Context: an optimization exercise on an open-source flow, tuned for small area, a short achievable clock period and few clock cycles. The choices shown serve that exercise and are no tape-out recipe.
Where RTL was checked, it was by simulation tests only, not by an equivalence proof against the original.
Power is estimated from default activity; no workload was simulated.

Setup of job 9512:
Design CPU, start of the top module:
module CPU(
    input clk,
    input rst,
    output [7:0] mem_addr,
    output [31:0] mem_wdata,
    output mem_we,
    input [31:0] mem_rdata
);
For scale: about 1300 flip-flops, about 59000 um^2 of cells after synthesis.
==> flow/config.mk <==
export PLATFORM = sky130hd
export DESIGN_NAME = CPU
export DESIGN_NICKNAME = CPU
export VERILOG_FILES = /design/flow/design.v
export SDC_FILE = /design/flow/constraint.sdc
export NUM_CORES = 8
export LEC_CHECK = 0
export CAP_MARGIN = 20
export CORE_MARGIN = 2
export CORE_UTILIZATION = 30
export SLEW_MARGIN = 20
==> flow/constraint.sdc <==
create_clock -name core_clock -period 12.0 [get_ports {clk}]
set_input_delay 2.4000 -clock core_clock [delete_from_list [all_inputs] [get_ports {clk}]]
set_output_delay 2.4000 -clock core_clock [all_outputs]
set_load 0.01 [all_outputs]
standard.sh (not shown) runs the stock make flow with config.mk's settings and CLKGATE_MAP_FILE= SYNTH_SCRIPT=/design/flow/synth_recipe.tcl, a recipe that flattens the netlist after the stock synthesis.
==> flow/flow/run.sh <==
#!/bin/bash
# Standard ORFS layout, with the timing repair steps aiming for 8 ns of
# setup slack at the design's 12 ns clock (the design's constraints are
# unchanged; only how hard the repair works).
set -euo pipefail
bash standard.sh SETUP_SLACK_MARGIN=8 finish > standard_finish.log 2>&1
Setup changes, job 9512 to job 696
# job 9512
export LEC_CHECK = 0
export CAP_MARGIN = 20
export CORE_MARGIN = 2
export CORE_UTILIZATION = 30
export SLEW_MARGIN = 20
create_clock -name core_clock -period 12.0 [get_ports {clk}]
# job 696
export LEC_CHECK = 0
export CAP_MARGIN = 20
export CORE_MARGIN = 2
export CORE_UTILIZATION = 30
export SETUP_SLACK_MARGIN = 5
export SLEW_MARGIN = 20
create_clock -name core_clock -period 12.0 [get_ports {clk}]
==> flow/run.sh (new file) <==
#!/bin/bash
# synth_recipe.tcl (not shown) runs the flow's synth.tcl, then flattens the netlist and writes it again
# the make line also repeats each setting of config.mk as NAME=value (left out here)
make -C /OpenROAD-flow-scripts/flow DESIGN_CONFIG=/design/flow/config.mk WORK_HOME=/design/flow/orfs CLKGATE_MAP_FILE= SYNTH_SCRIPT=/design/flow/synth_recipe.tcl finish
removed: flow/flow/run.sh
removed: flow/standard.sh
### Flow results
Job 696: PASS, flow complete, no timing, DRC or antenna violations. In the metrics for job 696 and job 9512, the one carrying the higher post-layout net count is job 9512. Per the comparison of job 696 with job 9512, final design instance area without fill lost 12%, standby leakage power saw a decrease, clock share of power went up by 3.2 points. Looking at capture point of the critical path, the e_a[19]$_DFF_P_ result is from job 696; the e_b[30]$_DFF_P_ one comes from job 9512. Setup TNS after final layout: job 9512 vs job 696 — no meaningful difference. Reported for job 696 and job 9512, mapped cell area turned out identical to the last digit. Compared with job 9512, in job 696 maximum frequency -about 18%, number of vias after detailed routing -about 8%, global routing usage on met3 -1.3 points.
The following lists how job 3718 was set up differently from job 696:
# job 696
export LEC_CHECK = 0
export CAP_MARGIN = 20
export CORE_MARGIN = 2
export CORE_UTILIZATION = 30
export SETUP_SLACK_MARGIN = 5
export SLEW_MARGIN = 20
create_clock -name core_clock -period 12.0 [get_ports {clk}]
# job 3718
export LEC_CHECK = 0
export CAP_MARGIN = 20
export CORE_MARGIN = 2
export CORE_UTILIZATION = 30
export SLEW_MARGIN = 20
create_clock -name core_clock -period 12.0 [get_ports {clk}]
==> flow/flow/run.sh (new file) <==
#!/bin/bash
# Standard ORFS layout, with the timing repair steps aiming for 7 ns of
# setup slack at the design's 12 ns clock (the design's constraints are
# unchanged; only how hard the repair works).
set -euo pipefail
bash standard.sh SETUP_SLACK_MARGIN=7 finish > standard_finish.log 2>&1
==> flow/standard.sh (new file) <==
#!/bin/bash
# synth_recipe.tcl (not shown) runs the flow's synth.tcl, then flattens the netlist and writes it again
# the make line also repeats each setting of config.mk as NAME=value (left out here)
make -C /OpenROAD-flow-scripts/flow DESIGN_CONFIG=/design/flow/config.mk WORK_HOME=/design/flow/orfs CLKGATE_MAP_FILE= SYNTH_SCRIPT=/design/flow/synth_recipe.tcl "${@:-finish}"
removed: flow/run.sh
[summary]
Clock tree skew after final layout delta (job 696 -> job 3718): insignificant
Going from job 696 to job 3718, clock-pin slew reported for the worst setup and hold paths after clock tree synthesis held, final non-filler cell area has remained practically unchanged.
Slowest cell on the critical path = or3_1: job 696; slowest cell on the critical path = o211ai_1: job 3718
The final period demand of the worst path number comes out lower for job 3718 vs job 696.
Function was not checked in any run of this note: the RTL went through the layout flow alone.

* * *

v41:
Another version of the RTL of CPU (not shown whole).
For scale: about 4500 cells after synthesis, ~1300 flip-flops.
==> flow/design.v (excerpt) <==
module CPU(
    input clk,
    input rst,
    output [7:0] mem_addr,
    output [31:0] mem_wdata,
    output mem_we,
    input [31:0] mem_rdata
);
==> flow/config.mk <==
export PLATFORM = sky130hd
export DESIGN_NAME = CPU
export DESIGN_NICKNAME = CPU
export VERILOG_FILES = /design/flow/design.v
export SDC_FILE = /design/flow/constraint.sdc
export NUM_CORES = 8
export LEC_CHECK = 0
export CAP_MARGIN = 20
export CORE_MARGIN = 2
export CORE_UTILIZATION = 50
export CTS_BUF_LIST = sky130_fd_sc_hd__clkbuf_8
export CTS_CLUSTER_DIAMETER = 60
export CTS_CLUSTER_SIZE = 16
export SLEW_MARGIN = 20
export TNS_END_PERCENT = 5
==> flow/constraint.sdc <==
create_clock -name core_clock -period 12.0 [get_ports {clk}]
set_input_delay 2.4000 -clock core_clock [delete_from_list [all_inputs] [get_ports {clk}]]
set_output_delay 2.4000 -clock core_clock [all_outputs]
set_load 0.01 [all_outputs]
==> flow/flow/run.sh <==
#!/bin/bash
# Standard ORFS layout, with the timing repair steps aiming for 8 ns of
# setup slack at the design's 12 ns clock (the design's constraints are
# unchanged; only how hard the repair works).
set -euo pipefail
bash standard.sh SETUP_SLACK_MARGIN=8 finish > standard_finish.log 2>&1
Testbench counts of v41, summed over its fixed seeds: cycles 23,353.
Input changes introduced in v57 (baseline for comparison: v41):
Settings: TNS_END_PERCENT no longer set, was 5; CORE_UTILIZATION now 60, was 50.
--- outcome ---
Relative to v41, logic gate share of total power has gone up in v57. [compare] base=v41 new=v57: final core area utilization climbed 12 points, via count of the first global-routing pass barely changed.
Input changes introduced in v44 (baseline for comparison: v57):
Settings: swapping sky130_fd_sc_hd__clkbuf_8 for sky130_fd_sc_hd__clkbuf_8 sky130_fd_sc_hd__clkbuf_16 in CTS_BUF_LIST; swapping 60 for 50 in CORE_UTILIZATION.
## What came out
Re count of clock-buffer cells in the layout: v44 is 13 up on v57. Comparing final cell count for v57 and v44, the bigger number came from v44. Delta(number of cells on the critical path, v44 - v57) < 0. Looking at detailed placer's ending HPWL, v44 sits about 4% higher than v57 does. Taking v57 as the reference point, the clock-pin transition on the worst setup and hold timing paths of v44 falls by 0.02 ns. In terms of total sequential power, v57 and v44 differ only marginally.
[inputs] v34 vs v44
Settings: TNS_END_PERCENT: unset -> 25; CTS_BUF_LIST: sky130_fd_sc_hd__clkbuf_8 sky130_fd_sc_hd__clkbuf_16 -> sky130_fd_sc_hd__clkbuf_8.
==> notes.md <==
Worst-case setup slack after placement: v34 worse than v44
Core util | v34 vs v44 | v34 lower
A origin of the worst setup path of mem_rdata[17] is what v34 shows, while mem_rdata[16] belongs to v44.
Taking v44 as the reference, in v34 setup slack shows an increase of 0.087 ns, clock buffer instance count of the final layout now sits lower, wire length of the first global-routing pass saw a decrease.
Per the comparison of v34 with v44, largest fanout on the critical path went up by 17, non-clock buffer count decreased 11%, final critical-path share of the clock period lower.
Input changes introduced in v10 (baseline for comparison: v34):
Settings: a deleted TNS_END_PERCENT that had been 25.
==> notes.md <==
Per the comparison of v10 with v34, data required time of the critical path shows an increase of 0.03 ns; total power shows a reduction of about 1.8%; number of post-CTS setup repair buffers shows a reduction of 1. Relative area change from synthesis to final layout delta for v10 relative to v34: 1.3 points lower.
For v53, these inputs were changed with respect to v10:
==> flow/flow/run.sh <==
#!/bin/bash
# Standard ORFS layout, with the timing repair steps aiming for 7.9 ns of
# setup slack at the design's 12 ns clock (the design's constraints are
# unchanged; only how hard the repair works).
set -euo pipefail
bash standard.sh SETUP_SLACK_MARGIN=7.9 finish > standard_finish.log 2>&1
==> notes.md <==
Any difference in power dissipated in combinational cells between v53 and v10 is small enough to ignore. v10 has higher number of iterations in the first detailed-routing pass than v53. From v10 to v53 the numbers moved as follows: shortest clock period the worst path allows after layout rose 0.18 ns, post-route worst setup slack fell 0.18 ns. Status: register area parity (v10, v53). In v53 relative to v10, fmax had gone down by a few percent. Compared with v10, in v53 final instance count without filler cells went down by about 0.4%, required arrival time at the worst endpoint moved down, critical path buffer and inverter count shows no meaningful change, critical path depth down 2, total CTS buffers rose 3.

* * *

raven:
The RTL this note starts from:
==> flow/design.v <==
module ALU(
    input [31:0] a,
    input [31:0] b,
    input sub,
    input selL,
    input f_and,
    input f_or,
    input f_xor,
    input f_nor,
    input f_slt,
    output [31:0] y
);
    wire [31:0] bx = b ^ {32{sub}};
    wire [31:0] sum = a + bx + {31'd0, sub};
    wire lt = (a[31] ^ b[31]) ? a[31] : sum[31];
    wire [31:0] lg = ({32{f_and}} & (a & b)) |
                     ({32{f_or}}  & (a | b)) |
                     ({32{f_xor}} & (a ^ b)) |
                     ({32{f_nor}} & ~(a | b));
    assign y[31:1] = selL ? lg[31:1] : sum[31:1];
    assign y[0] = f_slt ? lt : (selL ? lg[0] : sum[0]);
endmodule
module Registers(
    input clk,
    input rst,
    input [4:0] ra1,
    input [4:0] ra2,
    input en1,
    input en2,
    input [4:0] wa,
    input [31:0] wd,
    input we,
    output reg [31:0] rd1,
    output reg [31:0] rd2
);
    reg [31:0] regs [0:31];
    reg [31:0] valid;
    integer k;
    genvar i;
    generate
        for (i = 0; i < 32; i = i + 1) begin : row
            always @(posedge clk)
                if (we && wa == i)
                    regs[i] <= wd;
        end
    endgenerate
    always @(posedge clk, posedge rst)
        if (rst)
            valid <= 32'd0;
        else if (we)
            valid[wa] <= 1'b1;
    wire [3:0] h1 = 4'd1 << ra1[4:3];
    wire [7:0] l1 = 8'd1 << ra1[2:0];
    wire [3:0] h2 = 4'd1 << ra2[4:3];
    wire [7:0] l2 = 8'd1 << ra2[2:0];
    reg [31:0] g1 [0:3];
    reg [31:0] g2 [0:3];
    integer j;
    always @(*) begin
        for (j = 0; j < 4; j = j + 1) begin
            g1[j] = 32'd0; g2[j] = 32'd0;
            for (k = 0; k < 8; k = k + 1) begin
                g1[j] = g1[j] | ({32{l1[k] & valid[8*j+k]}} & regs[8*j+k]);
                g2[j] = g2[j] | ({32{l2[k] & valid[8*j+k]}} & regs[8*j+k]);
            end
        end
        rd1 = 32'd0; rd2 = 32'd0;
        for (j = 0; j < 4; j = j + 1) begin
            rd1 = rd1 | ({32{h1[j] & en1}} & g1[j]);
            rd2 = rd2 | ({32{h2[j] & en2}} & g2[j]);
        end
    end
endmodule
module CPU(
    input clk,
    input rst,
    output [7:0] mem_addr,
    output [31:0] mem_wdata,
    output mem_we,
    input [31:0] mem_rdata
);
    reg  [7:0] addr_q;    
    reg        data_q;    
    reg        dload_q;   
    reg  [4:0] lrd_d_q;   
    reg        lwb_q;     
    reg  [4:0] lrd_w_q;   
    reg        we_q;
    reg [31:0] wdata_q;
    reg  [5:0] nf_q;      
    reg        rv_q;      
    reg  [5:0] rpc_q;     
    reg        rpred_q;   
    reg        btb_v;
    reg  [5:0] btb_pc, btb_tgt;
    reg        e_v;
    reg        e_wr;      
    reg        e_lw, e_sw, e_br, e_bne;
    reg  [4:0] e_rd, e_rs, e_rt;
    reg        e_urs, e_urt;
    reg        e_sub, e_selL, e_and, e_or, e_xor, e_nor, e_slt;
    reg        e_fa, e_fb;    
    reg  [5:0] e_tgt;     
    reg        e_mis;     
    reg        e_ceq;     
    reg  [9:0] e_imm;     
    reg [31:0] e_a, e_b;
    reg        w_v;
    reg  [4:0] w_rd;
    reg [31:0] r_q;
    wire [31:0] ins = mem_rdata;
    wire [5:0] op = ins[31:26];
    wire [5:0] fn = ins[5:0];
    wire [4:0] rs = ins[25:21];
    wire [4:0] rt = ins[20:16];
    wire d_r   = op == 6'b000000;
    wire d_i   = ~op[5] & op[3];
    wire d_lw  = op == 6'b100011;
    wire d_sw  = op == 6'b101011;
    wire d_beq = op == 6'b000100;
    wire d_bne = op == 6'b000101;
    wire d_j   = op == 6'b000010;
    wire d_br  = d_beq | d_bne;
    wire d_wr  = d_r | d_i;
    wire d_urs = d_r | d_i | d_lw | d_sw | d_br;
    wire d_urt = d_r | d_sw | d_br;
    wire [4:0] d_rd = d_r ? ins[15:11] : rt;
    wire d_sub = d_r & (fn == 6'b100010 || fn == 6'b101010) | (op == 6'b001010);
    wire d_and = d_r & (fn == 6'b100100) | (op == 6'b001100);
    wire d_or  = d_r & (fn == 6'b100101) | (op == 6'b001101);
    wire d_xor = d_r & (fn == 6'b100110) | (op == 6'b001110);
    wire d_nor = d_r & (fn == 6'b100111);
    wire d_slt = d_r & (fn == 6'b101010) | (op == 6'b001010);
    wire d_selL = d_and | d_or | d_xor | d_nor | d_slt;
    wire [5:0] d_pc1 = rpc_q + 6'd1;
    wire [5:0] d_btgt = d_j ? ins[5:0] : d_pc1 + ins[5:0];
    wire d_back = d_br & ins[15] & ~rpred_q;
    wire d_pred = rpred_q | d_back;
    wire [5:0] d_tgt = d_pred ? d_pc1 : d_btgt;
    wire d_mis = d_br ? 1'b0 : (d_j ? ~d_pred : d_pred);
    wire d_ceq = d_bne ? d_pred : ~d_pred;
    wire [31:0] a = e_fa ? r_q : e_a;
    wire [31:0] b = e_fb ? r_q : e_b;
    wire [31:0] res;
    ALU alu (.a(a), .b(b), .sub(e_sub), .selL(e_selL), .f_and(e_and), .f_or(e_or),
             .f_xor(e_xor), .f_nor(e_nor), .f_slt(e_slt), .y(res));
    wire eq = a == b;
    wire [9:0] daddr = a[9:0] + e_imm;
    wire lhaz = dload_q & ((e_urs & (e_rs == lrd_d_q)) |
                           (e_urt & (e_rt == lrd_d_q)) |
                           (e_wr  & (e_rd == lrd_d_q)));
    wire hold = lwb_q | (e_v & lhaz);
    wire ex = e_v & ~hold;
    wire redirect = ex & (e_mis | (e_br & (eq == e_ceq)));
    wire [5:0] fa = addr_q[5:0];
    wire near = ~data_q & (e_tgt == fa);
    wire refetch = redirect & ~near;
    wire memop = ex & (e_lw | e_sw);
    wire hit = btb_v & ~data_q & (fa == btb_pc);
    wire [5:0] seq = data_q ? nf_q : (hit ? btb_tgt : fa + 6'd1);
    wire d_redir = rv_q & d_back & ~hold & ~redirect;
    wire [5:0] resume = refetch ? e_tgt :
                        (rv_q & hold) ? rpc_q :
                        d_redir ? d_btgt : seq;
    assign mem_addr  = addr_q;
    assign mem_we    = we_q;
    assign mem_wdata = wdata_q;
    wire [31:0] rfa, rfb;
    wire byp_a = w_v & (w_rd == rs);
    wire byp_b = w_v & (w_rd == rt);
    wire en_a = ~hold & ~byp_a;
    wire en_b = ~hold & ~byp_b & ~d_i;
    wire fix_a = lwb_q & e_urs & (e_rs == lrd_w_q);
    wire fix_b = lwb_q & e_urt & (e_rt == lrd_w_q);
    wire [31:0] se = {{16{ins[15]}}, ins[15:0]};
    wire [31:0] oth_a = hold ? (fix_a ? mem_rdata : a) : r_q;
    wire [31:0] oth_b = hold ? (fix_b ? mem_rdata : b) : (d_i ? se : r_q);
    Registers rf (.clk(clk), .rst(rst), .ra1(rs), .ra2(rt), .en1(en_a), .en2(en_b),
                  .wa(w_rd), .wd(r_q), .we(w_v), .rd1(rfa), .rd2(rfb));
    wire [31:0] a_next = rfa | (oth_a & {32{~en_a}});
    wire [31:0] b_next = rfb | (oth_b & {32{~en_b}});
    always @(posedge clk, posedge rst) begin
        if (rst) begin
            addr_q  <= 8'd0;
            data_q  <= 1'b0;
            dload_q <= 1'b0;
            lwb_q   <= 1'b0;
            we_q    <= 1'b0;
            rv_q    <= 1'b0;
            e_v     <= 1'b0;
            w_v     <= 1'b0;
            btb_v   <= 1'b0;
        end else begin
            addr_q  <= memop ? daddr[9:2] : {2'b00, resume};
            data_q  <= memop;
            dload_q <= ex & e_lw;
            we_q    <= ex & e_sw;
            lwb_q   <= dload_q;
            rv_q    <= ~data_q & ~refetch & ~d_redir;
            w_v     <= lwb_q | (ex & e_wr);
            if (!hold)
                e_v <= rv_q & ~redirect;
            if (d_redir)
                btb_v <= 1'b1;
        end
    end
    always @(posedge clk) begin
        nf_q    <= resume;
        rpc_q   <= fa;
        rpred_q <= hit;
        lrd_d_q <= e_rd;
        lrd_w_q <= lrd_d_q;
        wdata_q <= b;
        r_q     <= lwb_q ? mem_rdata : res;
        w_rd    <= lwb_q ? lrd_w_q : e_rd;
        e_a     <= a_next;
        e_b     <= b_next;
        if (d_redir) begin
            btb_pc  <= rpc_q;
            btb_tgt <= d_btgt;
        end
        if (hold) begin
            e_fa <= 1'b0;
            e_fb <= 1'b0;
        end else begin
            e_fa   <= e_v & e_wr & (e_rd == rs);
            e_fb   <= e_v & e_wr & (e_rd == rt) & ~d_i;
            e_imm  <= ins[9:0];
            e_rs   <= rs;
            e_rt   <= rt;
            e_rd   <= d_rd;
            e_urs  <= d_urs;
            e_urt  <= d_urt;
            e_wr   <= d_wr;
            e_lw   <= d_lw;
            e_sw   <= d_sw;
            e_br   <= d_br;
            e_bne  <= d_bne;
            e_sub  <= d_sub;
            e_selL <= d_selL;
            e_and  <= d_and;
            e_or   <= d_or;
            e_xor  <= d_xor;
            e_nor  <= d_nor;
            e_slt  <= d_slt;
            e_tgt  <= d_tgt;
            e_mis  <= d_mis;
            e_ceq  <= d_ceq;
        end
    end
endmodule
export LEC_CHECK = 0
export CAP_MARGIN = 20
export CORE_MARGIN = 2
export CORE_UTILIZATION = 55
export CTS_BUF_LIST = sky130_fd_sc_hd__clkbuf_8
export CTS_CLUSTER_DIAMETER = 60
export CTS_CLUSTER_SIZE = 16
export SLEW_MARGIN = 20
create_clock -name core_clock -period 12.0 [get_ports {clk}]
==> flow/flow/run.sh <==
#!/bin/bash
# Standard ORFS layout, with the timing repair steps aiming for 8 ns of
# setup slack at the design's 12 ns clock (the design's constraints are
# unchanged; only how hard the repair works).
set -euo pipefail
bash standard.sh SETUP_SLACK_MARGIN=8 finish > standard_finish.log 2>&1
Testbench counts of raven, summed over its fixed seeds: cycles 23,353.
Here is what was changed in the inputs of lagoon compared with raven.
--- a/flow/config.mk
+++ b/flow/config.mk
@@ -9,3 +9,3 @@
 export CORE_MARGIN = 2
-export CORE_UTILIZATION = 55
+export CORE_UTILIZATION = 45
 export CTS_BUF_LIST = sky130_fd_sc_hd__clkbuf_8
--- outcome ---
Per the comparison of lagoon with raven, portion of the clock cycle consumed by the worst path in the final layout now sits lower, post-synthesis to final-layout area growth fell 0.95 points. Of lagoon and raven, the higher overall routing resource usage belongs to raven. Wire: lagoon routes less than raven. Highest ir drop seen on vdd: lagoon vs raven down 20%. The number of antenna violations at the first check in global routing in raven is 1.09 times that in lagoon. lagoon against raven: final area fell by 0.81%; slew of the pin with the lowest slew margin rose by 75 ps; count of clock-buffer cells in the layout +1.
Changes in violet relative to lagoon:
--- a/flow/config.mk
+++ b/flow/config.mk
@@ -9,6 +9,6 @@
 export CORE_MARGIN = 2
-export CORE_UTILIZATION = 45
+export CORE_UTILIZATION = 50
 export CTS_BUF_LIST = sky130_fd_sc_hd__clkbuf_8
-export CTS_CLUSTER_DIAMETER = 60
-export CTS_CLUSTER_SIZE = 16
+export CTS_CLUSTER_DIAMETER = 45
+export CTS_CLUSTER_SIZE = 20
 export SLEW_MARGIN = 20
- violet finished every stage and its layout cleared the timing, design-rule and antenna checks.
- lagoon: no failed stages, no open violations at the end
- Of lagoon and violet, the run reporting the lower worst stage delay on the critical path was violet.
- Going from lagoon to violet, count of cell instances traversed by the critical path grows by 2.
- From lagoon to violet the numbers moved as follows: number of vias in the routed layout grew by 339; via count of the first global-routing pass grew by 268; TritonCTS buffer count grew by 38.
- When violet is set beside lagoon, its actual slew at the worst max-slew pin turns out to be 95 ps larger.
- Diff lagoon and violet: core utilization higher in violet
- violet vs lagoon: combinational power down slightly
- violet improves on lagoon in die area.
- violet: endpoint required time on the critical path 100 ps above lagoon
Changes in ember relative to violet:
--- a/flow/config.mk
+++ b/flow/config.mk
@@ -11,4 +11,2 @@
 export CTS_BUF_LIST = sky130_fd_sc_hd__clkbuf_8
-export CTS_CLUSTER_DIAMETER = 45
-export CTS_CLUSTER_SIZE = 20
 export SLEW_MARGIN = 20
## What came out
ember: global-route wire length before repair is about 0.55% higher than what violet reported.
Total power deteriorates in ember relative to violet.
From ember to violet, sequential cell count did not move at all.
violet → ember: post-route met1 wirelength has increased; global-route usage has increased.
Looking at via count of the routed design across violet and ember, the one that comes out lower is violet.
For pepper, these inputs were changed with respect to ember:
==> flow/flow/run.sh <==
#!/bin/bash
# Standard ORFS layout. The timing repair steps aim for 8 ns of setup slack
# at the design's 12 ns clock up to clock tree synthesis, and for 8.25 ns
# in the repair after global routing, which routing later erodes a little
# (the design's constraints are unchanged; only how hard the repair works).
set -euo pipefail
bash standard.sh SETUP_SLACK_MARGIN=8 cts > standard_cts.log 2>&1
bash standard.sh SETUP_SLACK_MARGIN=8.25 finish > standard_finish.log 2>&1
--- a/flow/config.mk
+++ b/flow/config.mk
@@ -11,2 +11,4 @@
 export CTS_BUF_LIST = sky130_fd_sc_hd__clkbuf_8
+export CTS_CLUSTER_DIAMETER = 60
+export CTS_CLUSTER_SIZE = 16
 export SLEW_MARGIN = 20
Results
Total stage count of the critical path: pepper > ember
In the metrics for pepper and ember, the one carrying the higher largest fanout of any net on the critical path is ember.
For the fraction of power consumed by combinational cells, pepper came in 4.1 points higher than ember did.
The fraction of power spent switching nets number comes out lower for ember vs pepper.
pepper ends up with lower number of H-tree levels than ember does.
Re logic depth of the worst register-to-register path: no difference whatsoever between pepper and ember.
Looking only at post-layout utilization of the core, and setting everything else aside, the higher value of pepper and ember goes to pepper.
[inputs] indigo vs pepper
==> flow/flow/run.sh <==
#!/bin/bash
# Standard ORFS layout, with the timing repair steps aiming for 8.1 ns of
# setup slack at the design's 12 ns clock (the design's constraints are
# unchanged; only how hard the repair works).
set -euo pipefail
bash standard.sh SETUP_SLACK_MARGIN=8.1 finish > standard_finish.log 2>&1
indigo ends up with lower clock-pin slew on the worst setup and hold paths than pepper does.
Diff pepper -> indigo: sequential share of layout area now larger; non-clock buffer count now smaller; clock network fraction of design power now larger.
Relative to pepper, number of antenna violations at the first check in global routing has increased by 3 in indigo.
Taking pepper as the reference point, the area growth from synthesis to final layout of indigo falls by 0.73 points.
Share of final layout cell area taken by clock buffers and inverters (lower): pepper
In the final design statistics, indigo uses fewer standard cells in total than pepper.

[separate check: timing with driven ports]
How much do the figures lean on ideal ports? The routed layouts below were timed once more, with nothing changed but the port constraints.
Step 1, drivers: a clkbuf_16 drives clk and a buf_2 each remaining input, both assumed.
Step 2, shift: input delay + t, output delay - t, t = (earliest + latest rising clock arrival at the registers) / 2. This alone moves slack from input paths to output paths.
Three values: ideal, step 1, step 2; two values: the first two.
run | t, ns | setup slack, ns | slew at the worst register clock pin (ns) | worst slew at a driven data input, ns
job 9512 | 0.897 | 7.398 / 7.246 / 6.349 | 0.07 / 0.07 | 0.39
job 696 | 0.895 | 6.388 / 6.451 / 5.556 | 0.07 / 0.07 | 0.09
job 3718 | 0.901 | 6.842 / 6.870 / 5.969 | 0.07 / 0.07 | 0.08
v41 | 0.918 | 7.674 / 7.715 / 6.797 | 0.12 / 0.12 | 0.07
v57 | 0.942 | 7.864 / 7.892 / 6.950 | 0.11 / 0.11 | 0.06
v44 | 0.829 | 7.681 / 7.708 / 6.879 | 0.08 / 0.08 | 0.07
v34 | 0.927 | 7.768 / 7.803 / 6.876 | 0.11 / 0.11 | 0.07
v10 | 0.975 | 7.893 / 7.919 / 6.944 | 0.11 / 0.11 | 0.07
v53 | 0.920 | 7.714 / 7.734 / 6.814 | 0.11 / 0.11 | 0.07
raven | 0.924 | 7.788 / 7.811 / 6.887 | 0.11 / 0.11 | 0.07
lagoon | 0.960 | 7.834 / 7.868 / 6.908 | 0.12 / 0.12 | 0.06
violet | 1.016 | 7.846 / 7.887 / 6.871 | 0.11 / 0.11 | 0.06
ember | 1.038 | 7.729 / 7.773 / 6.735 | 0.07 / 0.07 | 0.07
pepper | 0.990 | 7.875 / 7.908 / 6.917 | 0.12 / 0.12 | 0.07
indigo | 0.978 | 7.816 / 7.819 / 6.841 | 0.11 / 0.11 | 0.08
After both steps every run listed still meets setup and hold. The setup slack of job 9512, which loses most, moves by -0.152 ns with the drivers and by -1.049 ns with both steps.
